This is an optimization exercise on Yosys and OpenROAD, whose aim is small area, a short achievable clock period and few clock cycles, not a production implementation. In this exercise RTL edits were held to simulation tests only and were not proved equivalent to the original. Power is estimated from default activity; no workload was simulated.

==> flow/design.v, too long to show whole: its modules and the start of the top module <==
// module accelerator: 1813 lines
// module day12_fa: 10 lines
// module day12_ha: 9 lines
// module day12_top: 27 lines
module day12_top #(
    parameter MAX_REGION_W = 64,
    parameter MAX_REGION_H = 64
) (
    input  wire clk,
    input  wire rst_n,
    input  wire in_valid,
    input  wire [31:0] in_data,
    output wire in_ready,
    output wire out_valid,
    output wire [31:0] out_data,
    input  wire out_ready
);
  // ...
==> flow/flow/run.sh <==
#!/bin/bash
# The standard layout (the standard.sh: standard synthesis, floorplan,
# placement, CTS, routing), with one change: the buffers that global
# placement puts on every input and output port are buf_2 cells instead of
# the cell buffer_ports picks by default.
set -euo pipefail
export BUFFER_PORTS_ARGS="-buffer_cell sky130_fd_sc_hd__buf_2"
bash standard.sh > standard.log 2>&1
==> flow/standard.sh <==
#!/bin/bash
# synth_recipe.tcl (not shown) runs the flow's synth.tcl, then flattens the netlist and writes it again
# the make line also repeats each setting of config.mk as NAME=value (left out here)
make -C /OpenROAD-flow-scripts/flow DESIGN_CONFIG=/design/flow/config.mk WORK_HOME=/design/flow/orfs CLKGATE_MAP_FILE= SYNTH_SCRIPT=/design/flow/synth_recipe.tcl "${@:-finish}"
==> flow/config.mk <==
export PLATFORM = sky130hd
export DESIGN_NAME = day12_top
export DESIGN_NICKNAME = day12_top
export VERILOG_FILES = /design/flow/design.v
export SDC_FILE = /design/flow/constraint.sdc
export NUM_CORES = 4
export LEC_CHECK = 0
export CAP_MARGIN = 20
export CORE_MARGIN = 2
export CORE_UTILIZATION = 60
export CTS_CLUSTER_DIAMETER = 80
export CTS_CLUSTER_SIZE = 24
export SLEW_MARGIN = 20
export SYNTH_HIERARCHICAL = 1
==> flow/constraint.sdc <==
create_clock -name core_clock -period 14.5 [get_ports {clk}]
set_input_delay 2.9000 -clock core_clock [delete_from_list [all_inputs] [get_ports {clk}]]
set_output_delay 2.9000 -clock core_clock [all_outputs]
set_load 0.01 [all_outputs]
==> out/metrics.cfg, run 1 <==
[outcome]
status=finished clean

[place]
detailedPlace.worstSlack_ns=10.00
placedInstanceArea_um2=19510

[final_layout]
clock_cell_area_share_pct=3.305
final_area_um2=20180
layout.cells.most_common=and2_1
largest_register_ff_count=64
layout_cells_sized_above_1_pct=8.907
finalCoreUtilization_pct=64.45
seqCellArea_um2=6276

[power]
power_density_over_the_cells_nw_per_um2=76.86
power_frac_comb_pct=4.7
power.sequential.fraction_pct=56.0

[setup_path]
worstRegToRegCells=9
timing.critical_path.from=accel.count[2]
critical_path.slowest_cell=dfxtp_1
crit_path_cell_trace=buf_2
worstSetupEndpointType=output pin
worst-endpoint-required_ns=11.60
reg_to_reg_critical_path_startpoint=accel.r_data[23]

[die]
tap-cell-count=402

[worst_hold_path]
min_path_cells=1

[drt]
num_vias=12211
routed_wl_um=48490
detail_route.vias_per_cell=5.730
drc_violations_left=0

[synthesis]
synth.ff_latch_count=298
synth_most_common_cell=and2_1
syn-mean-instance-area_um2=11.16

[sta]
final.setup.tns_ns=0
portion_of_the_clock_cycle_consumed_by_the_worst_path_in_the_final_layout_pct=28.55
worst-slew-pin-transition_ns=1.100
timing.slew.headroom_pct=26.37
timing.final.hold_violations=0

[grt]
first_global_vias=13238

[clock_network]
cts_setup_buffers=0

Testbench counts, summed over its fixed seeds: cycles 41,785.
==> run 2, diff against run 1 <==
--- a/flow/design.v
+++ b/flow/design.v
@@ -887,16 +887,52 @@
 wire gm725;
 wire gm726;
 wire gm727;
 wire gm728;
 wire gm729;
 wire gm730;
 wire gm731;
 wire gm732;
+wire fs733;
+wire fc734;
+wire fs735;
+wire fc736;
+wire fs737;
+wire fc738;
+wire fs739;
+wire fc740;
+wire fs741;
+wire fc742;
+wire fs743;
+wire fc744;
+wire fs745;
+wire fc746;
+wire fs747;
+wire fc748;
+wire fs749;
+wire fc750;
+wire fs751;
+wire fc752;
+wire fs753;
+wire fc754;
+wire fs755;
+wire fc756;
+wire fs757;
+wire fc758;
+wire fs759;
+wire fc760;
+wire fs761;
+wire fc762;
+wire fs763;
+wire fc764;
+wire fs765;
+wire fc766;
+wire fs767;
+wire fc768;
 assign pp1 = a2[0] & b2[0];
 assign pp2 = a2[0] & b2[1];
 assign pp3 = a2[0] & b2[2];
 assign pp4 = a2[0] & b2[3];
 assign pp5 = a2[0] & b2[4];
 assign pp6 = a2[0] & b2[5];
 assign pp7 = a2[0] & b2[6];
 assign pp8 = a2[0] & b2[7];
@@ -1406,238 +1442,220 @@
 assign gm725 = wh ? gs317 : gs333;
 assign gm726 = wh ? gs319 : gs335;
 assign gm727 = wh ? gs321 : gs337;
 assign gm728 = wh ? gs323 : gc310;
 assign gm729 = gs325 & wh;
 assign gm730 = gs327 & wh;
 assign gm731 = gs329 & wh;
 assign gm732 = gs331 & wh;
+day12_fa u_fs733 (.a(pp339), .b(pp340), .c(gm693), .s(fs733), .co(fc734));
+day12_fa u_fs735 (.a(mh661), .b(mh631), .c(gm694), .s(fs735), .co(fc736));
+day12_fa u_fs737 (.a(gm714), .b(fc734), .c(fs735), .s(fs737), .co(fc738));
+day12_fa u_fs739 (.a(mk662), .b(gm695), .c(ms663), .s(fs739), .co(fc740));
+day12_fa u_fs741 (.a(fc736), .b(gm715), .c(fs739), .s(fs741), .co(fc742));
+day12_fa u_fs743 (.a(mc664), .b(gm696), .c(ms665), .s(fs743), .co(fc744));
+day12_fa u_fs745 (.a(fc740), .b(gm716), .c(fc742), .s(fs745), .co(fc746));
+day12_fa u_fs747 (.a(mc666), .b(ms667), .c(gm697), .s(fs747), .co(fc748));
+day12_fa u_fs749 (.a(fc744), .b(gm717), .c(fs747), .s(fs749), .co(fc750));
+day12_fa u_fs751 (.a(mc668), .b(ms669), .c(gm698), .s(fs751), .co(fc752));
+day12_fa u_fs753 (.a(gm718), .b(fc748), .c(fs751), .s(fs753), .co(fc754));
+day12_fa u_fs755 (.a(mc670), .b(ms671), .c(gm699), .s(fs755), .co(fc756));
+day12_fa u_fs757 (.a(gm719), .b(fc752), .c(fs755), .s(fs757), .co(fc758));
+day12_fa u_fs759 (.a(mc672), .b(ms673), .c(gm700), .s(fs759), .co(fc760));
+day12_fa u_fs761 (.a(mc674), .b(ms675), .c(gm701), .s(fs761), .co(fc762));
+day12_fa u_fs763 (.a(ms685), .b(mc684), .c(gm726), .s(fs763), .co(fc764));
+day12_fa u_fs765 (.a(ms687), .b(mc686), .c(gm727), .s(fs765), .co(fc766));
+day12_fa u_fs767 (.a(mc658), .b(mc688), .c(gm708), .s(fs767), .co(fc768));
 wire [15:0] w_in = r_data[15:0];
 wire [15:0] h_in = r_data[31:16];
 reg big;
 integer bi, bj;
 always @(*) begin
     big = 1'b0;
     for (bi = 4; bi < 16; bi = bi + 1)
         for (bj = 19 - bi; bj < 16; bj = bj + 1)
             big = big | (w_in[bi] & h_in[bj]);
 end
-reg sg0_0;
-reg sm0_0;
-reg sg0_1;
-reg sm0_1;
-reg sg0_2;
-reg sm0_2;
-reg sg0_3;
-reg sm0_3;
-reg sg0_4;
-reg sm0_4;
-reg sg0_5;
-reg sm0_5;
-reg sg0_6;
-reg sm0_6;
-reg sg0_7;
-reg sm0_7;
-reg sg0_8;
-reg sm0_8;
-reg sg0_9;
-reg sm0_9;
-reg sg0_10;
-reg sm0_10;
-reg sg0_11;
-reg sm0_11;
-reg sg0_12;
-reg sm0_12;
-reg sg0_13;
-reg sm0_13;
-reg sg0_14;
-reg sm0_14;
-reg sg0_15;
-reg sm0_15;
-reg sg0_16;
-reg sm0_16;
-reg sg0_17;
-reg sm0_17;
-reg sg0_18;
-reg sm0_18;
-reg sg0_19;
-reg sm0_19;
-reg sg1_0;
-reg sm1_0;
-reg sg1_1;
-reg sm1_1;
-reg sg1_2;
-reg sm1_2;
-reg sg1_3;
-reg sm1_3;
-reg sg1_4;
-reg sm1_4;
-reg sg1_5;
-reg sm1_5;
-reg sg1_6;
-reg sm1_6;
-reg sg1_7;
-reg sm1_7;
-reg sg1_8;
-reg sm1_8;
-reg sg1_9;
-reg sm1_9;
-reg sg1_10;
-reg sm1_10;
-reg sg1_11;
-reg sm1_11;
-reg sg1_12;
-reg sm1_12;
-reg sg1_13;
-reg sm1_13;
-reg sg1_14;
-reg sm1_14;
-reg sg1_15;
-reg sm1_15;
-reg sg1_16;
-reg sg1_17;
-reg sm1_17;
-reg sg1_18;
-reg sm1_18;
-reg sg1_19;
-reg sm1_19;
+reg sr0_0;
+reg sr1_0;
+reg sr0_1;
+reg sr0_2;
+reg sr1_2;
+reg sr0_3;
+reg sr1_3;
+reg sr0_4;
+reg sr1_4;
+reg sr0_5;
+reg sr1_5;
+reg sr0_6;
+reg sr1_6;
+reg sr0_7;
+reg sr1_7;
+reg sr2_7;
+reg sr3_7;
+reg sr0_8;
+reg sr1_8;
+reg sr2_8;
+reg sr0_9;
+reg sr1_9;
+reg sr2_9;
+reg sr3_9;
+reg sr4_9;
+reg sr0_10;
+reg sr1_10;
+reg sr2_10;
+reg sr3_10;
+reg sr0_11;
+reg sr1_11;
+reg sr2_11;
+reg sr3_11;
+reg sr0_12;
+reg sr1_12;
+reg sr2_12;
+reg sr3_12;
+reg sr0_13;
+reg sr1_13;
+reg sr0_14;
+reg sr1_14;
+reg sr2_14;
+reg sr0_15;
+reg sr1_15;
+reg sr2_15;
+reg sr0_16;
+reg sr1_16;
+reg sr2_16;
+reg sr3_16;
+reg sr0_17;
+reg sr1_17;
+reg sr2_17;
+reg sr3_17;
+reg sr0_18;
+reg sr1_18;
+reg sr2_18;
+reg sr3_18;
+reg sr0_19;
+reg sr1_19;
+reg sr2_19;
+reg sr3_19;
 reg         p_big;
 reg         p_wh, p_q2, p_end;
 always @(posedge clk) begin
-    sg0_0 <= gm693;
-    sm0_0 <= pp339;
-    sg0_1 <= gm694;
-    sm0_1 <= mh661;
-    sg0_2 <= gm695;
-    sm0_2 <= mk662;
-    sg0_3 <= gm696;
-    sm0_3 <= mc664;
-    sg0_4 <= gm697;
-    sm0_4 <= mc666;
-    sg0_5 <= gm698;
-    sm0_5 <= mc668;
-    sg0_6 <= gm699;
-    sm0_6 <= mc670;
-    sg0_7 <= gm700;
-    sm0_7 <= mc672;
-    sg0_8 <= gm701;
-    sm0_8 <= mc674;
-    sg0_9 <= gm702;
-    sm0_9 <= mc676;
-    sg0_10 <= gm703;
-    sm0_10 <= mc678;
-    sg0_11 <= gm704;
-    sm0_11 <= mc680;
-    sg0_12 <= gm705;
-    sm0_12 <= mc682;
-    sg0_13 <= gm706;
-    sm0_13 <= mc684;
-    sg0_14 <= gm707;
-    sm0_14 <= mc686;
-    sg0_15 <= gm708;
-    sm0_15 <= mc688;
-    sg0_16 <= gm709;
-    sm0_16 <= pp341;
-    sg0_17 <= gm710;
-    sm0_17 <= pp344;
-    sg0_18 <= gm711;
-    sm0_18 <= mh689;
-    sg0_19 <= gm712;
-    sm0_19 <= mk690;
-    sg1_0 <= gm713;
-    sm1_0 <= pp340;
-    sg1_1 <= gm714;
-    sm1_1 <= mh631;
-    sg1_2 <= gm715;
-    sm1_2 <= ms663;
-    sg1_3 <= gm716;
-    sm1_3 <= ms665;
-    sg1_4 <= gm717;
-    sm1_4 <= ms667;
-    sg1_5 <= gm718;
-    sm1_5 <= ms669;
-    sg1_6 <= gm719;
-    sm1_6 <= ms671;
-    sg1_7 <= gm720;
-    sm1_7 <= ms673;
-    sg1_8 <= gm721;
-    sm1_8 <= ms675;
-    sg1_9 <= gm722;
-    sm1_9 <= ms677;
-    sg1_10 <= gm723;
-    sm1_10 <= ms679;
-    sg1_11 <= gm724;
-    sm1_11 <= ms681;
-    sg1_12 <= gm725;
-    sm1_12 <= ms683;
-    sg1_13 <= gm726;
-    sm1_13 <= ms685;
-    sg1_14 <= gm727;
-    sm1_14 <= ms687;
-    sg1_15 <= gm728;
-    sm1_15 <= mc658;
-    sg1_16 <= gm729;
-    sg1_17 <= gm730;
-    sm1_17 <= pp361;
-    sg1_18 <= gm731;
-    sm1_18 <= pp380;
-    sg1_19 <= gm732;
-    sm1_19 <= ms691;
+    sr0_0 <= gm713;
+    sr1_0 <= fs733;
+    sr0_1 <= fs737;
+    sr0_2 <= fc738;
+    sr1_2 <= fs741;
+    sr0_3 <= fs743;
+    sr1_3 <= fs745;
+    sr0_4 <= fc746;
+    sr1_4 <= fs749;
+    sr0_5 <= fc750;
+    sr1_5 <= fs753;
+    sr0_6 <= fc754;
+    sr1_6 <= fs757;
+    sr0_7 <= gm720;
+    sr1_7 <= fc756;
+    sr2_7 <= fs759;
+    sr3_7 <= fc758;
+    sr0_8 <= gm721;
+    sr1_8 <= fc760;
+    sr2_8 <= fs761;
+    sr0_9 <= mc676;
+    sr1_9 <= gm702;
+    sr2_9 <= ms677;
+    sr3_9 <= gm722;
+    sr4_9 <= fc762;
+    sr0_10 <= mc678;
+    sr1_10 <= ms679;
+    sr2_10 <= gm703;
+    sr3_10 <= gm723;
+    sr0_11 <= mc680;
+    sr1_11 <= ms681;
+    sr2_11 <= gm704;
+    sr3_11 <= gm724;
+    sr0_12 <= ms683;
+    sr1_12 <= mc682;
+    sr2_12 <= gm725;
+    sr3_12 <= gm705;
+    sr0_13 <= gm706;
+    sr1_13 <= fs763;
+    sr0_14 <= gm707;
+    sr1_14 <= fs765;
+    sr2_14 <= fc764;
+    sr0_15 <= gm728;
+    sr1_15 <= fc766;
+    sr2_15 <= fs767;
+    sr0_16 <= pp341;
+    sr1_16 <= gm709;
+    sr2_16 <= gm729;
+    sr3_16 <= fc768;
+    sr0_17 <= pp344;
+    sr1_17 <= pp361;
+    sr2_17 <= gm710;
+    sr3_17 <= gm730;
+    sr0_18 <= pp380;
+    sr1_18 <= mh689;
+    sr2_18 <= gm711;
+    sr3_18 <= gm731;
+    sr0_19 <= mk690;
+    sr1_19 <= ms691;
+    sr2_19 <= gm712;
+    sr3_19 <= gm732;
     p_big <= big;
     if (!rst_n) begin
         p_wh <= 1'b0; p_q2 <= 1'b0; p_end <= 1'b0;
     end else begin
         p_wh <= r_wh; p_q2 <= r_q2; p_end <= r_end | late_end;
     end
 end
 reg  [20:0] acc;
 wire [20:0] sum_s, sum_c;
 wire bh1;
 wire bk2;
-wire bs3;
-wire bc4;
+wire bh3;
+wire bk4;
 wire bs5;
 wire bc6;
-wire bs7;
-wire bc8;
+wire bh7;
+wire bk8;
 wire bs9;
 wire bc10;
-wire bs11;
-wire bc12;
+wire bh11;
+wire bk12;
 wire bs13;
 wire bc14;
-wire bs15;
-wire bc16;
+wire bh15;
+wire bk16;
 wire bs17;
 wire bc18;
-wire bs19;
-wire bc20;
-wire bs21;
-wire bc22;
-wire bs23;
-wire bc24;
-wire bs25;
-wire bc26;
+wire bh19;
+wire bk20;
+wire bh21;
+wire bk22;
+wire bh23;
+wire bk24;
+wire bh25;
+wire bk26;
 wire bs27;
 wire bc28;
 wire bs29;
 wire bc30;
 wire bs31;
 wire bc32;
-wire bh33;
-wire bk34;
-wire bs35;
-wire bc36;
+wire bs33;
+wire bc34;
+wire bh35;
+wire bk36;
 wire bs37;
 wire bc38;
 wire bs39;
 wire bc40;
-wire bh41;
-wire bk42;
+wire bs41;
+wire bc42;
 wire bs43;
 wire bc44;
 wire bs45;
 wire bc46;
 wire bs47;
 wire bc48;
 wire bs49;
 wire bc50;
@@ -1646,38 +1664,38 @@
 wire bs53;
 wire bc54;
 wire bs55;
 wire bc56;
 wire bs57;
 wire bc58;
 wire bs59;
 wire bc60;
-wire bs61;
-wire bc62;
-wire bs63;
-wire bc64;
+wire bh61;
+wire bk62;
+wire bh63;
+wire bk64;
 wire bs65;
 wire bc66;
 wire bs67;
 wire bc68;
 wire bs69;
 wire bc70;
 wire bs71;
 wire bc72;
 wire bs73;
 wire bc74;
 wire bs75;
 wire bc76;
 wire bs77;
 wire bc78;
 wire bs79;
 wire bc80;
-wire bh81;
-wire bk82;
+wire bs81;
+wire bc82;
 wire bs83;
 wire bc84;
 wire bs85;
 wire bc86;
 wire bs87;
 wire bc88;
 wire bs89;
 wire bc90;
@@ -1688,99 +1706,69 @@
 wire bs95;
 wire bc96;
 wire bs97;
 wire bc98;
 wire bs99;
 wire bc100;
 wire bs101;
 wire bc102;
-wire bs103;
-wire bc104;
-wire bs105;
-wire bc106;
-wire bs107;
-wire bc108;
-wire bs109;
-wire bc110;
-wire bs111;
-wire bc112;
-wire bs113;
-wire bc114;
-wire bs115;
-wire bc116;
-wire bs117;
-wire bc118;
-wire bs119;
-wire bc120;
-wire bs121;
-wire bc122;
-day12_ha u_bh1 (.a(sg0_0), .b(sm0_0), .s(bh1), .co(bk2));
-day12_fa u_bs3 (.a(sg0_1), .b(sm0_1), .c(sg1_1), .s(bs3), .co(bc4));
-day12_fa u_bs5 (.a(sg0_2), .b(sm0_2), .c(sg1_2), .s(bs5), .co(bc6));
-day12_fa u_bs7 (.a(sg0_3), .b(sm0_3), .c(sg1_3), .s(bs7), .co(bc8));
-day12_fa u_bs9 (.a(sg0_4), .b(sm0_4), .c(sg1_4), .s(bs9), .co(bc10));
-day12_fa u_bs11 (.a(sg0_5), .b(sm0_5), .c(sg1_5), .s(bs11), .co(bc12));
-day12_fa u_bs13 (.a(sg0_6), .b(sm0_6), .c(sg1_6), .s(bs13), .co(bc14));
-day12_fa u_bs15 (.a(sg0_7), .b(sm0_7), .c(sg1_7), .s(bs15), .co(bc16));
-day12_fa u_bs17 (.a(sg0_8), .b(sm0_8), .c(sg1_8), .s(bs17), .co(bc18));
-day12_fa u_bs19 (.a(sg0_9), .b(sm0_9), .c(sg1_9), .s(bs19), .co(bc20));
-day12_fa u_bs21 (.a(sg0_10), .b(sm0_10), .c(sg1_10), .s(bs21), .co(bc22));
-day12_fa u_bs23 (.a(sg0_11), .b(sm0_11), .c(sg1_11), .s(bs23), .co(bc24));
-day12_fa u_bs25 (.a(sg0_12), .b(sm0_12), .c(sg1_12), .s(bs25), .co(bc26));
-day12_fa u_bs27 (.a(sg0_13), .b(sm0_13), .c(sg1_13), .s(bs27), .co(bc28));
-day12_fa u_bs29 (.a(sg0_14), .b(sm0_14), .c(sg1_14), .s(bs29), .co(bc30));
-day12_fa u_bs31 (.a(sg0_15), .b(sm0_15), .c(sg1_15), .s(bs31), .co(bc32));
-day12_ha u_bh33 (.a(sg0_16), .b(sm0_16), .s(bh33), .co(bk34));
-day12_fa u_bs35 (.a(sg0_17), .b(sm0_17), .c(sg1_17), .s(bs35), .co(bc36));
-day12_fa u_bs37 (.a(sg0_18), .b(sm0_18), .c(sg1_18), .s(bs37), .co(bc38));
-day12_fa u_bs39 (.a(sg0_19), .b(sm0_19), .c(sg1_19), .s(bs39), .co(bc40));
-day12_ha u_bh41 (.a(sg1_0), .b(sm1_0), .s(bh41), .co(bk42));
-day12_fa u_bs43 (.a(sm1_1), .b(acc[1]), .c(bk2), .s(bs43), .co(bc44));
-day12_fa u_bs45 (.a(sm1_2), .b(acc[2]), .c(bc4), .s(bs45), .co(bc46));
-day12_fa u_bs47 (.a(sm1_3), .b(acc[3]), .c(bc6), .s(bs47), .co(bc48));
-day12_fa u_bs49 (.a(sm1_4), .b(acc[4]), .c(bc8), .s(bs49), .co(bc50));
-day12_fa u_bs51 (.a(sm1_5), .b(acc[5]), .c(bc10), .s(bs51), .co(bc52));
-day12_fa u_bs53 (.a(sm1_6), .b(acc[6]), .c(bc12), .s(bs53), .co(bc54));
-day12_fa u_bs55 (.a(sm1_7), .b(acc[7]), .c(bc14), .s(bs55), .co(bc56));
-day12_fa u_bs57 (.a(sm1_8), .b(acc[8]), .c(bc16), .s(bs57), .co(bc58));
-day12_fa u_bs59 (.a(sm1_9), .b(acc[9]), .c(bc18), .s(bs59), .co(bc60));
-day12_fa u_bs61 (.a(sm1_10), .b(acc[10]), .c(bc20), .s(bs61), .co(bc62));
-day12_fa u_bs63 (.a(sm1_11), .b(acc[11]), .c(bc22), .s(bs63), .co(bc64));
-day12_fa u_bs65 (.a(sm1_12), .b(acc[12]), .c(bc24), .s(bs65), .co(bc66));
-day12_fa u_bs67 (.a(sm1_13), .b(acc[13]), .c(bc26), .s(bs67), .co(bc68));
-day12_fa u_bs69 (.a(sm1_14), .b(acc[14]), .c(bc28), .s(bs69), .co(bc70));
-day12_fa u_bs71 (.a(sm1_15), .b(acc[15]), .c(bc30), .s(bs71), .co(bc72));
-day12_fa u_bs73 (.a(sg1_16), .b(acc[16]), .c(bh33), .s(bs73), .co(bc74));
-day12_fa u_bs75 (.a(sm1_17), .b(acc[17]), .c(bk34), .s(bs75), .co(bc76));
-day12_fa u_bs77 (.a(sm1_18), .b(acc[18]), .c(bc36), .s(bs77), .co(bc78));
-day12_fa u_bs79 (.a(sm1_19), .b(acc[19]), .c(bc38), .s(bs79), .co(bc80));
-day12_ha u_bh81 (.a(acc[0]), .b(bh41), .s(bh81), .co(bk82));
-day12_fa u_bs83 (.a(bk42), .b(bs3), .c(bs43), .s(bs83), .co(bc84));
-day12_fa u_bs85 (.a(bs5), .b(bc44), .c(bs45), .s(bs85), .co(bc86));
-day12_fa u_bs87 (.a(bs7), .b(bc46), .c(bs47), .s(bs87), .co(bc88));
-day12_fa u_bs89 (.a(bs9), .b(bc48), .c(bs49), .s(bs89), .co(bc90));
-day12_fa u_bs91 (.a(bs11), .b(bc50), .c(bs51), .s(bs91), .co(bc92));
-day12_fa u_bs93 (.a(bs13), .b(bc52), .c(bs53), .s(bs93), .co(bc94));
-day12_fa u_bs95 (.a(bs15), .b(bc54), .c(bs55), .s(bs95), .co(bc96));
-day12_fa u_bs97 (.a(bs17), .b(bc56), .c(bs57), .s(bs97), .co(bc98));
-day12_fa u_bs99 (.a(bs19), .b(bc58), .c(bs59), .s(bs99), .co(bc100));
-day12_fa u_bs101 (.a(bs21), .b(bc60), .c(bs61), .s(bs101), .co(bc102));
-day12_fa u_bs103 (.a(bs23), .b(bc62), .c(bs63), .s(bs103), .co(bc104));
-day12_fa u_bs105 (.a(bs25), .b(bc64), .c(bs65), .s(bs105), .co(bc106));
-day12_fa u_bs107 (.a(bs27), .b(bc66), .c(bs67), .s(bs107), .co(bc108));
-day12_fa u_bs109 (.a(bs29), .b(bc68), .c(bs69), .s(bs109), .co(bc110));
-day12_fa u_bs111 (.a(bs31), .b(bc70), .c(bs71), .s(bs111), .co(bc112));
-day12_fa u_bs113 (.a(bc32), .b(bs73), .c(bc72), .s(bs113), .co(bc114));
-day12_fa u_bs115 (.a(bs35), .b(bc74), .c(bs75), .s(bs115), .co(bc116));
-day12_fa u_bs117 (.a(bs37), .b(bc76), .c(bs77), .s(bs117), .co(bc118));
-day12_fa u_bs119 (.a(bs39), .b(bc78), .c(bs79), .s(bs119), .co(bc120));
-day12_fa u_bs121 (.a(acc[20]), .b(bc40), .c(bc80), .s(bs121), .co(bc122));
-assign sum_s = {bc120, bc118, bc116, bc114, bc112, bc110, bc108, bc106, bc104, bc102, bc100, bc98, bc96, bc94, bc92, bc90, bc88, bc86, bc84, bk82, bh81};
-assign sum_c = {bs121, bs119, bs117, bs115, bs113, bs111, bs109, bs107, bs105, bs103, bs101, bs99, bs97, bs95, bs93, bs91, bs89, bs87, bs85, bs83, bh1};
+day12_ha u_bh1 (.a(sr0_7), .b(sr1_7), .s(bh1), .co(bk2));
+day12_ha u_bh3 (.a(sr0_8), .b(sr1_8), .s(bh3), .co(bk4));
+day12_fa u_bs5 (.a(sr0_9), .b(sr1_9), .c(sr2_9), .s(bs5), .co(bc6));
+day12_ha u_bh7 (.a(sr3_9), .b(sr4_9), .s(bh7), .co(bk8));
+day12_fa u_bs9 (.a(sr0_10), .b(sr1_10), .c(sr2_10), .s(bs9), .co(bc10));
+day12_ha u_bh11 (.a(sr3_10), .b(acc[10]), .s(bh11), .co(bk12));
+day12_fa u_bs13 (.a(sr0_11), .b(sr1_11), .c(sr2_11), .s(bs13), .co(bc14));
+day12_ha u_bh15 (.a(sr3_11), .b(acc[11]), .s(bh15), .co(bk16));
+day12_fa u_bs17 (.a(sr0_12), .b(sr1_12), .c(sr2_12), .s(bs17), .co(bc18));
+day12_ha u_bh19 (.a(sr3_12), .b(acc[12]), .s(bh19), .co(bk20));
+day12_ha u_bh21 (.a(sr0_13), .b(sr1_13), .s(bh21), .co(bk22));
+day12_ha u_bh23 (.a(sr0_14), .b(sr1_14), .s(bh23), .co(bk24));
+day12_ha u_bh25 (.a(sr0_15), .b(sr1_15), .s(bh25), .co(bk26));
+day12_fa u_bs27 (.a(sr0_16), .b(sr1_16), .c(sr2_16), .s(bs27), .co(bc28));
+day12_fa u_bs29 (.a(sr0_17), .b(sr1_17), .c(sr2_17), .s(bs29), .co(bc30));
+day12_fa u_bs31 (.a(sr0_18), .b(sr1_18), .c(sr2_18), .s(bs31), .co(bc32));
+day12_fa u_bs33 (.a(sr0_19), .b(sr1_19), .c(sr2_19), .s(bs33), .co(bc34));
+day12_ha u_bh35 (.a(sr2_7), .b(sr3_7), .s(bh35), .co(bk36));
+day12_fa u_bs37 (.a(sr2_8), .b(acc[8]), .c(bk2), .s(bs37), .co(bc38));
+day12_fa u_bs39 (.a(acc[9]), .b(bk4), .c(bh7), .s(bs39), .co(bc40));
+day12_fa u_bs41 (.a(bk8), .b(bh11), .c(bc6), .s(bs41), .co(bc42));
+day12_fa u_bs43 (.a(bk12), .b(bh15), .c(bc10), .s(bs43), .co(bc44));
+day12_fa u_bs45 (.a(bk16), .b(bh19), .c(bc14), .s(bs45), .co(bc46));
+day12_fa u_bs47 (.a(acc[13]), .b(bk20), .c(bh21), .s(bs47), .co(bc48));
+day12_fa u_bs49 (.a(sr2_14), .b(acc[14]), .c(bk22), .s(bs49), .co(bc50));
+day12_fa u_bs51 (.a(sr2_15), .b(acc[15]), .c(bk24), .s(bs51), .co(bc52));
+day12_fa u_bs53 (.a(sr3_16), .b(acc[16]), .c(bk26), .s(bs53), .co(bc54));
+day12_fa u_bs55 (.a(sr3_17), .b(acc[17]), .c(bc28), .s(bs55), .co(bc56));
+day12_fa u_bs57 (.a(sr3_18), .b(acc[18]), .c(bc30), .s(bs57), .co(bc58));
+day12_fa u_bs59 (.a(sr3_19), .b(acc[19]), .c(bc32), .s(bs59), .co(bc60));
+day12_ha u_bh61 (.a(sr0_0), .b(sr1_0), .s(bh61), .co(bk62));
+day12_ha u_bh63 (.a(sr0_1), .b(acc[1]), .s(bh63), .co(bk64));
+day12_fa u_bs65 (.a(sr0_2), .b(sr1_2), .c(acc[2]), .s(bs65), .co(bc66));
+day12_fa u_bs67 (.a(sr0_3), .b(sr1_3), .c(acc[3]), .s(bs67), .co(bc68));
+day12_fa u_bs69 (.a(sr0_4), .b(sr1_4), .c(acc[4]), .s(bs69), .co(bc70));
+day12_fa u_bs71 (.a(sr0_5), .b(sr1_5), .c(acc[5]), .s(bs71), .co(bc72));
+day12_fa u_bs73 (.a(sr0_6), .b(sr1_6), .c(acc[6]), .s(bs73), .co(bc74));
+day12_fa u_bs75 (.a(acc[7]), .b(bh35), .c(bh1), .s(bs75), .co(bc76));
+day12_fa u_bs77 (.a(bk36), .b(bh3), .c(bs37), .s(bs77), .co(bc78));
+day12_fa u_bs79 (.a(bs5), .b(bc38), .c(bs39), .s(bs79), .co(bc80));
+day12_fa u_bs81 (.a(bs9), .b(bc40), .c(bs41), .s(bs81), .co(bc82));
+day12_fa u_bs83 (.a(bs13), .b(bc42), .c(bs43), .s(bs83), .co(bc84));
+day12_fa u_bs85 (.a(bs17), .b(bc44), .c(bs45), .s(bs85), .co(bc86));
+day12_fa u_bs87 (.a(bc18), .b(bs47), .c(bc46), .s(bs87), .co(bc88));
+day12_fa u_bs89 (.a(bh23), .b(bc48), .c(bs49), .s(bs89), .co(bc90));
+day12_fa u_bs91 (.a(bh25), .b(bc50), .c(bs51), .s(bs91), .co(bc92));
+day12_fa u_bs93 (.a(bs27), .b(bc52), .c(bs53), .s(bs93), .co(bc94));
+day12_fa u_bs95 (.a(bs29), .b(bc54), .c(bs55), .s(bs95), .co(bc96));
+day12_fa u_bs97 (.a(bs31), .b(bc56), .c(bs57), .s(bs97), .co(bc98));
+day12_fa u_bs99 (.a(bs33), .b(bc58), .c(bs59), .s(bs99), .co(bc100));
+day12_fa u_bs101 (.a(acc[20]), .b(bc34), .c(bc60), .s(bs101), .co(bc102));
+assign sum_s = {bc100, bc98, bc96, bc94, bc92, bc90, bc88, bc86, bc84, bc82, bc80, bc78, bc76, bc74, bc72, bc70, bc68, bc66, bk64, bk62, bh61};
+assign sum_c = {bs101, bs99, bs97, bs95, bs93, bs91, bs89, bs87, bs85, bs83, bs81, bs79, bs77, bs75, bs73, bs71, bs69, bs67, bs65, bh63, acc[0]};
 wire [20:0] sum = sum_s + sum_c;
 reg         bigf;
 wire        fit = p_q2 & (bigf | sum[20]);
 reg         f_fit, f_end;
 reg inreg;
 always @(posedge clk) begin
     if (!rst_n || p_q2)
         inreg <= 1'b0;
==> run 2 against run 1 <==
Compared with the run above: synthesized cell count increased by 0.29%; design area fell by 2.2%; cell count is 0.42% lower; sequential power down 5.9%; core utilization increased by 0.077 points; combinational power fell by 4.6%; clock power fell by 9.7%; routed wire length fell by 1.6%; setup slack lost 0.016 ns; global-route usage is 0.41 points lower; sequential share of layout area is 1.1 points lower; total power shrank 7.3%; critical path type is now flip-flop to flip-flop; critical endpoint is now accel.sr2_8; largest power group unchanged; highest routed layer unchanged.
==> out/metrics.cfg, run 2 <==
[outcome]
status=finished clean  ; unchanged

[worst_hold_path]
path_class_of_the_lowest_slack_min_delay_path=flip-flop to flip-flop  ; unchanged
hp-start=accel.p_end  ; unchanged
hold-path-endpoint=accel.f_end  ; unchanged
min_path_cells=1  ; unchanged

[die]
design.core.area_um2=30590  ; was 31310 um2
effective_utilization_at_floorplan_pct=60.86  ; was 60.61%
design.die.area_um2=32450  ; was 33070 um2
dieHeight_um=180.1  ; was 181.9 um
die_x_um=180.1  ; was 181.9 um
top_level_ports=70  ; unchanged
row_count=64  ; was 65

[drt]
drt_pre_antenna_iters=5  ; unchanged
detail_route.vias_per_cell=5.791  ; was 5.730
drc_violations_left=0  ; unchanged
antenna_left=0  ; unchanged
num_vias=12288  ; was 12211
wl_per_cell_um=22.48  ; was 22.75 um
routed_wl_um=47710  ; was 48490 um
drt-initial-drc-count=942  ; was 710

[sta]
portion_of_the_clock_cycle_consumed_by_the_worst_path_in_the_final_layout_pct=28.66  ; was 28.55%
final.setup.tns_ns=0  ; unchanged
grt_setup_unrepaired=false  ; unchanged
timing.final.hold_violations=0  ; unchanged
number_of_max_slew_violations_in_the_final_report=0  ; unchanged
shortest_period_the_worst_path_allows_ns=4.156  ; was 4.140 ns
timing.slew.headroom_pct=27.15  ; was 26.37%
maximum_clock_frequency_mhz=240.6  ; was 241.5 MHz
setup_violations=0  ; unchanged
worst-slew-pin-transition_ns=1.089  ; was 1.100 ns
final.setup_skew_ns=0.02141  ; was 0.02200 ns
timing.hold.ws_ns=0.4373  ; was 0.4425 ns

[synthesis]
yosys-top-cells-area=fa_1, dfxtp_1, and2_1  ; was dfxtp_1, fa_1, and2_1
synth_enable_flop_cells=31  ; unchanged
synthesis.area_um2=18620  ; was 18980 um2
synth.ff_latch_count=280  ; was 298
yosys_synthesis_warning_count=7  ; unchanged
synth_top_flop_cell=dfxtp_1  ; unchanged
synth_most_common_cell=and2_1  ; unchanged
yosys.area.top_type_share_pct=26.99  ; was 28.16%
yosysTopAreaCell=fa_1  ; was dfxtp_1
post_synth_num_cell_types=64  ; was 63
syn_inst=1705  ; was 1700
synthArstFlopShare_pct=0  ; unchanged
syn-mean-instance-area_um2=10.92  ; was 11.16 um2
yosys-top-cells-count=and2_1, fa_1, dfxtp_1  ; was and2_1, dfxtp_1, fa_1
yosysSeqAreaShare_pct=31.78  ; was 33.07%

[grt]
grt_util_met2_pct=47.60  ; was 51.98%
grt_use_total_pct=29.97  ; was 30.38%
globalRouteMet3Util_pct=3.577  ; was 4.693%
grtUsageMet1_pct=44.86  ; was 39.19%
maximum_number_of_pins_on_one_net_before_global_route_repair=69  ; was 77
initial_antenna_violation_count=0  ; was 4
first_global_vias=12725  ; was 13238
most_used_layer_global_route=met2  ; unchanged
global_route_wire_length_before_repair_um=74870  ; was 75730 um
globalRouteOverflowTotal=0  ; unchanged

[clock_network]
cts_root_buf=clkbuf_16  ; unchanged
cts_inserted_buffers=18  ; was 20
clock_tree_from_tritoncts=built  ; unchanged
htreeDepth=1  ; unchanged
cts.path.max_buffers=3  ; unchanged
cts_setup_buffers=0  ; unchanged
clk_latency_ns=0.53  ; was 0.55 ns
ctsHoldBuffers=0  ; unchanged
postCtsResizedCells=0  ; unchanged
cts.sinks=280  ; was 298
clock_pin_slew_on_the_worst_setup_and_hold_paths_ns=0.09  ; about the same

[setup_path]
crit_path_kind=flip-flop to flip-flop  ; was flip-flop to output pin
most_used_cell_along_the_critical_path=fa_1
worstSetupEndpointType=flip-flop  ; was output pin
startpoint_type=flip-flop  ; unchanged
r2r_setup_slack_ns=10.34  ; was 10.50 ns
crit_path_cell_trace=and2_1 > fa_1 > fa_1 > fa_1 > fa_1 > fa_1 > inv_1 > o21ai_0 > fa_1  ; was buf_2
r2r_end=accel.sr2_8  ; was accel.sg1_9
slowest_delay_ns=0.77  ; was 0.52 ns
crit_arrival_ns=4.57  ; was 1.24 ns
worstRegToRegCells=9  ; unchanged
timing.critical_path.buf_inv=1  ; unchanged
worst-endpoint-required_ns=14.91  ; was 11.60 ns
reg_to_reg_critical_path_startpoint=accel.r_data[27]  ; was accel.r_data[23]
critical_path.slowest_cell=dfxtp_1  ; unchanged
timing.critical_path.max_delay_family=adder cells  ; was flip-flops
timing.critical_path.fanout_max=12  ; was 9

[place]
io_buffer_count=53  ; unchanged
hpwl_um=35320  ; was 36120 um
routability_congestion_estimate=0.8721  ; was 0.8779

[final_layout]
layout.cells.most_common=and2_1  ; unchanged
top_register=accel.cells  ; unchanged
most-common-layout-cells=and2_1, fa_1, dfxtp_1  ; was and2_1, dfxtp_1, fa_1
largest_register_ff_count=64  ; unchanged
layout_cells_sized_above_1_pct=8.870  ; was 8.907%
areaGrowthSynthToFinish_pct=6.028  ; was 6.336%
nets_finish=2074  ; was 2065
reg.largest.list=accel.cells: 64 flops, accel.r_a: 32 flops, accel.r_data: 32 flops  ; unchanged

[power]
irDropWorstVdd_v=0.00008385  ; was 0.0001108 V
power.total_mw=1.438  ; was 1.551 mW
power_density_over_the_cells_nw_per_um2=72.86  ; was 76.86 nW/um2
p_leak_nw=9.300  ; was 9.397 nW

[job]
drv.max_cap_violation_count=0  ; unchanged

[run 2: kinds of logic (layout without fill, tap and decap cells)]
kind of cell / after synthesis / in the layout / share of synthesized area, %
AND/OR/NAND/NOR: 648 / 648 / 18.90
adder cells (fa/ha/maj): 322 / 322 / 31.76
flip-flops: 280 / 280 / 31.78
AO/OA/AOI/OAI: 153 / 153 / 5.310
buffers and inverters: 120 / 125 / 2.769
multiplexers: 103 / 103 / 5.793
XOR/XNOR: 78 / 78 / 3.670
other: 1 / 17 / 0.02014
[run 2: Yosys stat by module, one instance, submodules excluded, a selection]
module / cells / copies in the design
day12_fa: 1 / 250
day12_ha: 1 / 32
[run 2: final cells by class]
cell class,count,area (um2)
antenna,1,2.502
clock buffer,21,493.0
clock inverter,8,97.59
fill,2525,10850
inverter,27,101.3
multi-input combinational,1320,12250
sequential,280,5916
tap,396,495.5
timing repair buffer,69,385.4
[run 2: worst max-delay path by stage]
stage / end / slack [ns] / start / cells past startpoint
6_report: accel.sr2_8 / 10.34 / accel.r_data[27] / 9
5_1_grt: accel.acc[20] / 10.25 / accel.sr0_9 / 12
4_1_cts: accel.sr2_8 / 10.34 / accel.r_data[27] / 9
3_5_place_dp: accel.acc[20] / 9.94 / rst_n / 5
3_3_place_gp: accel.acc[20] / 9.94 / rst_n / 5
2_1_floorplan: accel.sr1_13 / 10.53 / accel.r_data[22] / 10
[run 2: layer usage]
layer	wire length (um)	vias up
met3	2877	58
met4	1045	0
met5	0	-
met1	21870	6228
li1	-	5591
met2	21920	411
[run 2: through the flow]
stage	instance area, um2	std cells	util (%)	setup WS (ns)
final	19740	2122	64.53	10.34
after global placement	19150	2092	62.59	9.940
after detailed placement	19150	2092	62.59	9.937
after floorplan	18670	1720	-	10.53
after global routing	19740	2121	64.52	10.25
after CTS	19740	2121	64.52	10.34
[run 2: report_power, final]
part	total, mW	internal, mW	switching [mW]
registers	0.818	0.794	0.0239
clock network	0.550	0.256	0.294
logic	0.0701	0.0248	0.0453
total	1.44	1.08	0.363
Testbench counts of run 2, summed over its fixed seeds: cycles 41,785.
==> run 3, diff against run 2 <==
--- a/flow/config.mk
+++ b/flow/config.mk
@@ -8,5 +8,5 @@
 export CAP_MARGIN = 20
 export CORE_MARGIN = 2
-export CORE_UTILIZATION = 60
+export CORE_UTILIZATION = 80
 export CTS_CLUSTER_DIAMETER = 80
 export CTS_CLUSTER_SIZE = 24
==> run 3 against run 2 <==
Compared with the run above: hold slack improved by 0.020 ns; clock skew about the same; clock-buffer cell count up 1; first-iteration DRC count increased by 46%; sequential power barely moved; combinational power decreased by 1%; setup slack got worse by 0.032 ns; routed wire length rose by 0.97%; clock power shrank 12%; largest power group unchanged.
==> out/metrics.cfg, run 3 <==
[sta]
shortest_period_the_worst_path_allows_ns=4.188  ; was 4.156 ns
timing.slew.headroom_pct=29.60  ; was 27.15%
worst-slew-pin-transition_ns=1.052  ; was 1.089 ns
timing.final.hold_violations=0  ; unchanged
number_of_max_slew_violations_in_the_final_report=0  ; unchanged
finalWorstSetupSlack_ns=10.31  ; was 10.34 ns
grt_setup_unrepaired=false  ; unchanged
final.setup.tns_ns=0  ; unchanged
portion_of_the_clock_cycle_consumed_by_the_worst_path_in_the_final_layout_pct=28.88  ; was 28.66%
final.setup_skew_ns=0.02134  ; was 0.02141 ns
maximum_clock_frequency_mhz=238.8  ; was 240.6 MHz
setup_violations=0  ; unchanged

[grt]
initial_antenna_violation_count=0  ; unchanged
first_global_vias=13755  ; was 12725
global_route_wire_length_before_repair_um=75370  ; was 74870 um
globalRouteOverflowTotal=0  ; unchanged
maximum_number_of_pins_on_one_net_before_global_route_repair=69  ; unchanged
grt_use_total_pct=40.95  ; was 29.97%

[power]
power.sequential.fraction_pct=59.8  ; was 56.9%
swShare_pct=24.10  ; was 25.22%
power_density_over_the_cells_nw_per_um2=70.34  ; was 72.86 nW/um2
p_sw_mw=0.3303  ; was 0.3628 mW
intPower_mw=1.040  ; was 1.075 mW
share_clk_of_total_power_pct=35.2  ; was 38.2%
power_frac_comb_pct=5.1  ; was 4.9%
irDropWorstVdd_v=0.0001096  ; was 0.00008385 V
p_leak_nw=9.238  ; was 9.300 nW

[drt]
wl_per_cell_um=24.01  ; was 22.48 um
drt-initial-drc-count=1379  ; was 942
drc_violations_left=0  ; unchanged
antenna_left=0  ; unchanged
num_vias=13061  ; was 12288
detail_route.vias_per_cell=6.511  ; was 5.791
drt_pre_antenna_iters=6  ; was 5
routed_wl_um=48170  ; was 47710 um

[final_layout]
top_register=accel.cells  ; unchanged
seqCellArea_um2=5916  ; unchanged
multi_input_area_um2=12250  ; unchanged
layout_cells_sized_above_1_pct=8.372  ; was 8.870%
nets_finish=2071  ; was 2074
reg.largest.list=accel.cells: 64 flops, accel.r_a: 32 flops, accel.r_data: 32 flops  ; unchanged
final_area_um2=19480  ; was 19740 um2
areaGrowthSynthToFinish_pct=4.658  ; was 6.028%
most-common-layout-cells=and2_1, fa_1, dfxtp_1  ; unchanged
largest_register_ff_count=64  ; unchanged
layout.cells.most_common=and2_1  ; unchanged
finish.cell_count_without_fillers=2006  ; was 2122
filler_cell_count=1261  ; was 2525

[setup_path]
worstRegToRegCells=9  ; unchanged
reg_to_reg_critical_path_startpoint=accel.r_data[27]  ; unchanged
worstSetupEndpointType=flip-flop  ; unchanged
startpoint_type=flip-flop  ; unchanged
crit_path_kind=flip-flop to flip-flop  ; unchanged
timing.critical_path.from=accel.r_data[27]  ; unchanged
crit_arrival_ns=4.58  ; was 4.57 ns
worst-endpoint-required_ns=14.89  ; was 14.91 ns
timing.critical_path.fanout_max=12  ; unchanged

[clock_network]
postCtsResizedCells=0  ; unchanged
ctsHoldBuffers=0  ; unchanged
cts.path.max_buffers=3  ; unchanged
clk_latency_ns=0.51  ; was 0.53 ns
clock_pin_slew_on_the_worst_setup_and_hold_paths_ns=0.09  ; about the same
cts_root_buf=clkbuf_16  ; unchanged
cts_inserted_buffers=16  ; was 18
clock_tree_from_tritoncts=built  ; unchanged
cts.sinks=280  ; unchanged
htreeDepth=1  ; unchanged
cts_setup_buffers=0  ; unchanged

[synthesis]
syn-mean-instance-area_um2=10.92  ; unchanged
yosys_synthesis_warning_count=7  ; unchanged
post_synth_num_cell_types=64  ; unchanged
yosys-top-cells-count=and2_1, fa_1, dfxtp_1  ; unchanged
yosysSeqAreaShare_pct=31.78  ; unchanged
yosysTopAreaCell=fa_1  ; unchanged
synth_enable_flop_cells=31  ; unchanged
yosys-top-cells-area=fa_1, dfxtp_1, and2_1  ; unchanged
synthArstFlopShare_pct=0  ; unchanged
syn_inst=1705  ; unchanged
synth_top_flop_cell=dfxtp_1  ; unchanged
synth_most_common_cell=and2_1  ; unchanged
synth.ff_latch_count=280  ; unchanged
synthesis.area_um2=18620  ; unchanged
yosys.area.top_type_share_pct=26.99  ; unchanged

[place]
hpwl_um=35060  ; was 35320 um
routability_congestion_estimate=0.9435  ; was 0.8721
io_buffer_count=53  ; unchanged
detailedPlace.worstSlack_ns=9.991  ; was 9.937 ns
numPlacedInstances=1980  ; was 2092
placedInstanceArea_um2=19000  ; was 19150 um2

[die]
top_level_ports=70  ; unchanged
effective_utilization_at_floorplan_pct=81.98  ; was 60.86%
design.core.area_um2=22710  ; was 30590 um2
design.die.area_um2=24510  ; was 32450 um2
dieHeight_um=156.5  ; was 180.1 um
row_count=55  ; was 64
die_x_um=156.5  ; was 180.1 um

[worst_hold_path]
min_path_cells=1  ; unchanged
path_class_of_the_lowest_slack_min_delay_path=flip-flop to flip-flop  ; unchanged
hp-start=accel.r_q2  ; was accel.p_end

[job]
drv.max_cap_violation_count=0  ; unchanged

[outcome]
status=finished clean  ; unchanged

==> run 3: final cells by class <==
class,instances,share of cell area [%]
Multi-Input combinational cell,1320,62.86
Sequential cell,280,30.36
Clock buffer,22,2.280
Timing Repair Buffer,68,1.939
Tap cell,285,1.830
Inverter,27,0.5202
Clock inverter,3,0.1927
Antenna cell,1,0.01284
==> run 3: kinds of logic (layout without fill, tap and decap cells) <==
group | after synthesis | count (layout) | synth area share [%]
flops | 280 | 280 | 31.78
buf+inv | 120 | 120 | 2.769
xor+xnor | 78 | 78 | 3.670
other cells | 1 | 17 | 0.02014
fa+ha+maj | 322 | 322 | 31.76
mux | 103 | 103 | 5.793
simple gates | 648 | 648 | 18.90
compound gates | 153 | 153 | 5.310
==> run 3: power groups by stage <==
stage          logic, mW  registers, mW  clock network, mW
6_report          0.0693          0.819              0.482
5_1_grt           0.0750          0.820              0.506
4_1_cts           0.0676          0.818              0.480
3_5_place_dp      0.0667          0.836                  0
3_3_place_gp      0.0646          0.835                  0
2_1_floorplan     0.0513          0.820                  0
==> run 3: final timing paths <==
| path | to | slack (ns) |
|---|---|---|
| hold / removal | accel.p_q2 | 0.46 |
| setup reg to reg | accel.sr2_8 | 10.31 |
| setup / recovery | accel.sr2_8 | 10.31 |
| hold reg to reg | accel.p_q2 | 0.46 |
==> run 3: metrics by stage <==
stage                     total power, mW  hold slack [ns]  util [%]
after floorplan                    0.8712           0.3855         -
after global routing                1.401           0.4571     85.79
after global placement             0.8994           0.4274     83.66
after CTS                           1.365           0.4475     85.79
final                               1.371           0.4572     85.80
after detailed placement           0.9022           0.4500     83.66
==> run 3: modules after synthesis, one instance, submodules excluded, excerpt <==
| module | flops+latches | area, um2 |
|---|---|---|
| day12_ha | 0 | 12.51 |
| day12_fa | 0 | 20.02 |
==> run 3: worst max-delay path: stages, from the launching register on <==
cell and delay [ns]:
dfxtp_1 0.74, and2_1 0.24, fa_1 0.44, fa_1 0.47, fa_1 0.42, fa_1 0.56
fa_1 0.20, inv_1 0.07, o21ai_0 0.44, fa_1 0.50
==> run 3: per-layer routing <==
layer	wire length, um	track usage [%]
met5	0	0
met4	2258	17.39
met3	4562	7.809
met1	19110	55.97
met2	22240	65.03
==> run 4, diff against run 3 <==
--- a/flow/config.mk
+++ b/flow/config.mk
@@ -8,5 +8,5 @@
 export CAP_MARGIN = 20
 export CORE_MARGIN = 2
-export CORE_UTILIZATION = 80
+export CORE_UTILIZATION = 70
 export CTS_CLUSTER_DIAMETER = 80
 export CTS_CLUSTER_SIZE = 24
==> run 4 against run 3 <==
Compared with the run above: still clean; setup slack lost 0.0076 ns; maximum frequency is 0.18% lower; design area increased by 0.22%.
==> out/metrics.cfg, run 4 <==
[outcome]
status=finished clean  ; unchanged

[synthesis]
synthesis.area_um2=18620  ; unchanged
yosys.area.top_type_share_pct=26.99  ; unchanged
synth_xor_area_share_pct=3.670  ; unchanged
synth_most_common_cell=and2_1  ; unchanged
syn-mean-instance-area_um2=10.92  ; unchanged
synth_compound_area_share_pct=5.309  ; unchanged
yosysSeqAreaShare_pct=31.78  ; unchanged
synth_top_family_by_area=adder cells  ; unchanged
yosys-top-cells-area=fa_1, dfxtp_1, and2_1  ; unchanged
yosys.area_share.adder_pct=31.76  ; unchanged
synthArstFlopShare_pct=0  ; unchanged
synth_enable_flop_cells=31  ; unchanged
synth.ff_latch_count=280  ; unchanged
synth_top_flop_cell=dfxtp_1  ; unchanged
synth_simple_gate_area_share_pct=18.90  ; unchanged
yosys_synthesis_warning_count=7  ; unchanged
synth_mux_area_share_pct=5.793  ; unchanged
syn_inst=1705  ; unchanged
yosys-top-cells-count=and2_1, fa_1, dfxtp_1  ; unchanged
post_synth_num_cell_types=64  ; unchanged
yosysTopAreaCell=fa_1  ; unchanged

[place]
io_buffer_count=53  ; unchanged
hpwl_um=35040  ; was 35060 um
routability_congestion_estimate=0.8986  ; was 0.9435
numPlacedInstances=2030  ; was 1980

[die]
dieHeight_um=167.1  ; was 156.5 um
top_level_ports=70  ; unchanged
effective_utilization_at_floorplan_pct=71.44  ; was 81.98%
die_x_um=167.1  ; was 156.5 um
design.die.area_um2=27920  ; was 24510 um2
design.core.area_um2=26060  ; was 22710 um2
row_count=59  ; was 55

[setup_path]
crit_arrival_ns=4.59  ; was 4.58 ns
crit_path_kind=flip-flop to flip-flop  ; unchanged
r2r_setup_slack_ns=10.30  ; was 10.31 ns
timing.critical_path.buf_inv=1  ; unchanged
timing.critical_path.from=accel.r_a[20]  ; was accel.r_data[27]
crit_path_cell_trace=and2_1 > fa_1 > fa_1 > fa_1 > fa_1 > fa_1 > inv_1 > o21ai_0 > fa_1  ; unchanged
timing.critical_path.fanout_max=8  ; was 12
reg_to_reg_critical_path_startpoint=accel.r_a[20]  ; was accel.r_data[27]
slowest_delay_ns=0.58  ; was 0.74 ns
worstRegToRegCells=9  ; unchanged
r2r_end=accel.sr2_8  ; unchanged
timing.critical_path.max_delay_family=adder cells  ; unchanged
critical_path.slowest_cell=dfxtp_1  ; unchanged
worstSetupEndpointType=flip-flop  ; unchanged
startpoint_type=flip-flop  ; unchanged
end_point_of_the_critical_path=accel.sr2_8  ; unchanged
critical_path_cell_count=9  ; unchanged
most_used_cell_along_the_critical_path=fa_1  ; unchanged
worst-endpoint-required_ns=14.90  ; was 14.89 ns

[grt]
maximum_number_of_pins_on_one_net_before_global_route_repair=69  ; unchanged
globalRouteOverflowTotal=0  ; unchanged
first_global_vias=13165  ; was 13755
grt_use_total_pct=34.81  ; was 40.95%
initial_antenna_violation_count=1  ; was 0
global_route_wire_length_before_repair_um=74370  ; was 75370 um

[sta]
timing.slew.headroom_pct=30.43  ; was 29.60%
portion_of_the_clock_cycle_consumed_by_the_worst_path_in_the_final_layout_pct=28.94  ; was 28.88%
timing.hold.ws_ns=0.4397  ; was 0.4572 ns
final.setup_skew_ns=0.009968  ; was 0.02134 ns
grt_setup_unrepaired=false  ; unchanged
worst-slew-pin-transition_ns=1.040  ; was 1.052 ns
timing.final.hold_violations=0  ; unchanged
setup_violations=0  ; unchanged
final.setup.tns_ns=0  ; unchanged
shortest_period_the_worst_path_allows_ns=4.196  ; was 4.188 ns
maximum_clock_frequency_mhz=238.3  ; was 238.8 MHz
number_of_max_slew_violations_in_the_final_report=0  ; unchanged

[final_layout]
layout.cells.most_common=and2_1  ; unchanged
layout_cells_sized_above_1_pct=8.435  ; was 8.372%
finish.cell_count_without_fillers=2054  ; was 2006
reg.largest.list=accel.cells: 64 flops, accel.r_a: 32 flops, accel.r_data: 32 flops  ; unchanged
diodes=0  ; was 1
nets_finish=2071  ; unchanged
areaGrowthSynthToFinish_pct=4.893  ; was 4.658%
top_register=accel.cells  ; unchanged
largest_register_ff_count=64  ; unchanged
most-common-layout-cells=and2_1, fa_1, dfxtp_1  ; unchanged

[clock_network]
clock_pin_slew_on_the_worst_setup_and_hold_paths_ns=0.10  ; was 0.09 ns
cts_root_buf=clkbuf_16  ; unchanged
cts.sinks=280  ; unchanged
clock_tree_from_tritoncts=built  ; unchanged
ctsHoldBuffers=0  ; unchanged
htreeDepth=1  ; unchanged
cts.path.max_buffers=3  ; unchanged
cts_setup_buffers=0  ; unchanged
clk_latency_ns=0.52  ; was 0.51 ns
cts_inserted_buffers=16  ; unchanged
postCtsResizedCells=0  ; unchanged

[job]
drv.max_cap_violation_count=0  ; unchanged

[drt]
drt-initial-drc-count=1263  ; was 1379
detail_route.vias_per_cell=6.099  ; was 6.511
wl_per_cell_um=22.78  ; was 24.01 um
antenna_left=0  ; unchanged
drt_pre_antenna_iters=7  ; was 6
num_vias=12527  ; was 13061
routed_wl_um=46780  ; was 48170 um
drc_violations_left=0  ; unchanged

[power]
power_density_over_the_cells_nw_per_um2=69.97  ; was 70.34 nW/um2
p_leak_nw=9.231  ; was 9.238 nW
irDropWorstVdd_v=0.0001056  ; was 0.0001096 V

[worst_hold_path]
min_path_cells=1  ; unchanged
path_class_of_the_lowest_slack_min_delay_path=flip-flop to flip-flop  ; unchanged

==> run 4: cell counts after synthesis <==
Identical to the previous run, type by type.
==> run 4: power by group <==
part / internal (mW) / switching [mW] / total (mW)
registers: 0.794 / 0.0229 / 0.817
logic: 0.0246 / 0.0453 / 0.0699
clock network: 0.211 / 0.269 / 0.479
==> run 4: cell type report <==
cell class / instances / area, um2
Multi-Input combinational cell: 1320 / 12250
Tap cell: 335 / 419.2
Clock buffer: 19 / 411.6
Clock inverter: 5 / 53.80
Timing Repair Buffer: 68 / 377.9
Inverter: 27 / 101.3
Sequential cell: 280 / 5916
Fill cell: 1817 / 6531
==> run 4: layer usage <==
layer  global-route usage (%)  up-vias  routed length, um
met1                    50.58     6311              19900
li1                         -     5593                  -
met4                    10.61        0               1764
met2                    54.30      526              21170
met3                    5.894       97               3947
met5                        0        -                  0
==> run 4: how the worst min path moves through the flow <==
| stage | startpoint | to | slack, ns |
|---|---|---|---|
| 3_3_place_gp | accel.r_q2 | accel.p_q2 | 0.42 |
| 5_1_grt | accel.p_big | accel.bigf | 0.47 |
| 2_1_floorplan | accel.p_big | accel.bigf | 0.39 |
| 3_5_place_dp | accel.r_q2 | accel.p_q2 | 0.42 |
| 4_1_cts | accel.r_q2 | accel.p_q2 | 0.44 |
| 6_report | accel.r_q2 | accel.p_q2 | 0.44 |
==> run 4: kinds of logic (layout without fill, tap and decap cells) <==
group,count (synthesis),after routing
XOR/XNOR,78,78
adder cells (fa/ha/maj),322,322
other,1,16
AO/OA/AOI/OAI,153,153
buffers and inverters,120,119
multiplexers,103,103
AND/OR/NAND/NOR,648,648
flip-flops,280,280
==> run 4: metrics by stage <==
step / worst slack (ns) / total power, mW / instance area, um2 / utilization (%)
2_1_floorplan: 10.53 / 0.8712 / 18670 / -
3_3_place_gp: 9.988 / 0.9013 / 19060 / 73.15
3_5_place_dp: 9.985 / 0.9026 / 19060 / 73.15
4_1_cts: 10.31 / 1.368 / 19530 / 74.94
5_1_grt: 10.23 / 1.404 / 19530 / 74.94
6_report: 10.30 / 1.366 / 19530 / 74.94
==> run 4: modules after synthesis (local to each module, per instance), a selection <==
module	times used	cell area, um2	cells inside	flops+latches
day12_ha	32	12.51	1	0
day12_fa	250	20.02	1	0
==> run 4: worst register-to-register path: stages (launching register included) <==
cell	delay, ns
dfxtp_1	0.58
and2_1	0.30
fa_1	0.48
fa_1	0.53
fa_1	0.41
fa_1	0.53
fa_1	0.21
inv_1	0.06
o21ai_0	0.48
fa_1	0.51
==> run 5, diff against run 4 <==
--- a/flow/config.mk
+++ b/flow/config.mk
@@ -9,6 +9,6 @@
 export CORE_MARGIN = 2
 export CORE_UTILIZATION = 70
-export CTS_CLUSTER_DIAMETER = 80
-export CTS_CLUSTER_SIZE = 24
+export CTS_CLUSTER_DIAMETER = 100
+export CTS_CLUSTER_SIZE = 30
 export SLEW_MARGIN = 20
 export SYNTH_HIERARCHICAL = 1
==> run 5 against run 4 <==
Compared with the run above: total power about the same; combinational power about the same; sequential share of layout area about the same; critical path depth unchanged; maximum frequency down 0.88%; largest cell class unchanged; highest routed layer is now met5.
==> out/metrics.cfg, run 5 <==
[drt]
wl_per_cell_um=22.88  ; was 22.78 um
drt_pre_antenna_iters=7  ; unchanged
num_vias=12591  ; was 12527
drc_violations_left=0  ; unchanged
detail_route.vias_per_cell=6.139  ; was 6.099
antenna_left=0  ; unchanged
routed_wl_um=46920  ; was 46780 um
drt-initial-drc-count=1076  ; was 1263

[sta]
final.setup_skew_ns=0.03823  ; was 0.009968 ns
final.setup.tns_ns=0  ; unchanged
portion_of_the_clock_cycle_consumed_by_the_worst_path_in_the_final_layout_pct=29.19  ; was 28.94%
maximum_clock_frequency_mhz=236.2  ; was 238.3 MHz
timing.final.hold_violations=0  ; unchanged
worst-slew-pin-transition_ns=1.066  ; was 1.040 ns
setup_violations=0  ; unchanged
timing.slew.headroom_pct=28.67  ; was 30.43%
grt_setup_unrepaired=false  ; unchanged
shortest_period_the_worst_path_allows_ns=4.233  ; was 4.196 ns
number_of_max_slew_violations_in_the_final_report=0  ; unchanged

[synthesis]
synth_enable_flop_cells=31  ; unchanged
syn_inst=1705  ; unchanged
yosys.area_share.adder_pct=31.76  ; unchanged
synth.ff_latch_count=280  ; unchanged
synth_xor_area_share_pct=3.670  ; unchanged
synthesis.area_um2=18620  ; unchanged
yosys-top-cells-area=fa_1, dfxtp_1, and2_1  ; unchanged
yosys.area.top_type_share_pct=26.99  ; unchanged
yosysSeqAreaShare_pct=31.78  ; unchanged
synth_mux_area_share_pct=5.793  ; unchanged
synthArstFlopShare_pct=0  ; unchanged
yosys-top-cells-count=and2_1, fa_1, dfxtp_1  ; unchanged
syn-mean-instance-area_um2=10.92  ; unchanged
synth_simple_gate_area_share_pct=18.90  ; unchanged
post_synth_num_cell_types=64  ; unchanged
yosysTopAreaCell=fa_1  ; unchanged
synth_top_family_by_area=adder cells  ; unchanged
synth_most_common_cell=and2_1  ; unchanged
synth_top_flop_cell=dfxtp_1  ; unchanged
yosys_synthesis_warning_count=7  ; unchanged
synth_compound_area_share_pct=5.309  ; unchanged

[final_layout]
areaGrowthSynthToFinish_pct=4.853  ; was 4.893%
reg.largest.list=accel.cells: 64 flops, accel.r_a: 32 flops, accel.r_data: 32 flops  ; unchanged
most-common-layout-cells=and2_1, fa_1, dfxtp_1  ; unchanged
diodes=0  ; unchanged
largest_register_ff_count=64  ; unchanged
nets_finish=2069  ; was 2071
finish.cell_count_without_fillers=2051  ; was 2054
top_register=accel.cells  ; unchanged
layout.cells.most_common=and2_1  ; unchanged
layout_cells_sized_above_1_pct=8.333  ; was 8.435%

[die]
design.die.area_um2=27920  ; unchanged
design.core.area_um2=26060  ; unchanged
row_count=59  ; unchanged
effective_utilization_at_floorplan_pct=71.44  ; unchanged
die_x_um=167.1  ; unchanged
dieHeight_um=167.1  ; unchanged
top_level_ports=70  ; unchanged

[worst_hold_path]
hold-path-endpoint=accel.p_q2  ; unchanged
min_path_cells=1  ; unchanged
path_class_of_the_lowest_slack_min_delay_path=flip-flop to flip-flop  ; unchanged
hp-start=accel.r_q2  ; unchanged

[power]
p_leak_nw=9.226  ; was 9.231 nW
irDropWorstVdd_v=0.00009998  ; was 0.0001056 V
power_density_over_the_cells_nw_per_um2=69.94  ; was 69.97 nW/um2

[grt]
initial_antenna_violation_count=1  ; unchanged
global_route_wire_length_before_repair_um=74400  ; was 74370 um
grt_use_total_pct=34.89  ; was 34.81%
globalRouteOverflowTotal=0  ; unchanged
maximum_number_of_pins_on_one_net_before_global_route_repair=69  ; unchanged
first_global_vias=13191  ; was 13165

[clock_network]
cts_root_buf=clkbuf_16  ; unchanged
cts.path.max_buffers=3  ; unchanged
ctsHoldBuffers=0  ; unchanged
cts.sinks=280  ; unchanged
cts_inserted_buffers=14  ; was 16
cts_setup_buffers=0  ; unchanged
postCtsResizedCells=0  ; unchanged
clock_pin_slew_on_the_worst_setup_and_hold_paths_ns=0.12  ; was 0.10 ns
clock_tree_from_tritoncts=built  ; unchanged
clk_latency_ns=0.53  ; was 0.52 ns
htreeDepth=1  ; unchanged

[setup_path]
crit_arrival_ns=4.63  ; was 4.59 ns
r2r_setup_slack_ns=10.27  ; was 10.30 ns
worstRegToRegCells=9  ; unchanged
timing.critical_path.fanout_max=8  ; unchanged
reg_to_reg_critical_path_startpoint=accel.r_a[20]  ; unchanged
worst-endpoint-required_ns=14.90  ; about the same
slowest_delay_ns=0.61  ; was 0.58 ns
crit_path_cell_trace=and2_1 > fa_1 > fa_1 > fa_1 > fa_1 > fa_1 > inv_1 > o21ai_0 > fa_1  ; unchanged
crit_path_kind=flip-flop to flip-flop  ; unchanged
worstSetupEndpointType=flip-flop  ; unchanged
startpoint_type=flip-flop  ; unchanged
most_used_cell_along_the_critical_path=fa_1  ; unchanged
critical_path.slowest_cell=dfxtp_1  ; unchanged
r2r_end=accel.sr2_8  ; unchanged

[job]
drv.max_cap_violation_count=0  ; unchanged

[place]
hpwl_um=35040  ; unchanged
numPlacedInstances=2030  ; unchanged
routability_congestion_estimate=0.8986  ; unchanged
io_buffer_count=53  ; unchanged

[outcome]
status=finished clean  ; unchanged

-- run 5: cell counts after synthesis --
Identical to the previous run, type by type.
-- run 5: area by class of cell --
cell class | count | area (um2)
clock inverters | 3 | 61.31
flip-flops and latches | 280 | 5916
well taps | 335 | 419.2
multi-input cells | 1320 | 12250
fillers | 1805 | 6539
repair buffers | 68 | 377.9
clock buffers | 18 | 396.6
inverters | 27 | 101.3
-- run 5: layer usage --
metal / track usage (%) / share of wire [%] / vias to the layer above
met5: 0 / 0.026 / -
met4: 11.06 / 3.6 / 2
li1: - / - / 5585
met2: 54.14 / 45 / 574
met1: 50.42 / 43 / 6326
met3: 6.416 / 8.1 / 104
-- run 5: worst max-delay path, delay by kind of cell, from the launching register on --
kind,cells,cell delay [ns]
compound gates,1,0.47
flops,1,0.61
buf+inv,1,0.05
fa+ha+maj,6,2.69
simple gates,1,0.32
-- run 5: how the worst max path moves through the flow --
stage                           from  depth (start not counted)  slack (ns)            end
global route           accel.r_a[20]                          9       10.22    accel.sr2_8
global placement               rst_n                          5        9.99  accel.acc[20]
floorplan           accel.r_data[22]                         10       10.53   accel.sr1_13
CTS                    accel.r_a[20]                          9       10.31    accel.sr2_8
detailed placement             rst_n                          5        9.98  accel.acc[20]
finish                 accel.r_a[20]                          9       10.27    accel.sr2_8
-- run 5: stage by stage --
step	utilization, %	instance area, um2	hold slack, ns	total power [mW]	worst slack (ns)
6_report	74.91	19520	0.4460	1.365	10.27
5_1_grt	74.91	19520	0.4901	1.403	10.22
4_1_cts	74.91	19520	0.4445	1.367	10.31
3_5_place_dp	73.15	19060	0.4169	0.9026	9.985
3_3_place_gp	73.15	19060	0.4194	0.9013	9.988
2_1_floorplan	-	18670	0.3855	0.8712	10.53
-- run 5: cells by family after synthesis --
group	after synthesis
flops	280
xor+xnor	78
mux	103
fa+ha+maj	322
other cells	1
buf+inv	120
compound gates	153
simple gates	648
-- run 5: power by group --
group	switching, mW	internal (mW)	leakage [nW]
combinational	0.0453	0.0246	6.70
clock	0.273	0.205	0.222
sequential	0.0229	0.795	2.30
-- run 5: per-module statistics from Yosys (local to each module, per instance), excerpt --
module	flops+latches	cell area, um2	cells inside	copies in the design
day12_fa	0	20.02	1	250
day12_ha	0	12.51	1	32

==> port drivers added, routing unchanged <==
The results above use ideal ports. As a check the final layouts listed here were re-extracted and re-timed, cells and wires unchanged.
Step 1 assumes that a clkbuf_16 drives the clock port and a buf_2 every other input.
Step 2 adds t to the input delays and takes it off the output delays; t is the mean of the earliest and latest rising clock arrival at the registers after step 1. Input paths then give back, and output paths get back, about the clock's delay inside the block.
Three values: ideal, step 1, step 2; two values: the first two.
| run | shift t [ns] | setup WS [ns] | clock arrival spread, ns |
|---|---|---|---|
| run 1 | 0.588 | 10.360 / 10.307 / 9.976 | 0.022 / 0.022 |
| run 2 | 0.575 | 10.344 / 10.344 / 9.995 | 0.021 / 0.021 |
| run 3 | 0.551 | 10.312 / 10.312 / 9.960 | 0.022 / 0.022 |
| run 4 | 0.565 | 10.304 / 10.304 / 9.986 | 0.012 / 0.012 |
| run 5 | 0.565 | 10.267 / 10.267 / 9.980 | 0.038 / 0.039 |
After both steps every run listed still meets setup and hold. The setup slack of run 1, which loses most, moves by -0.053 ns with the drivers and by -0.384 ns with both steps.
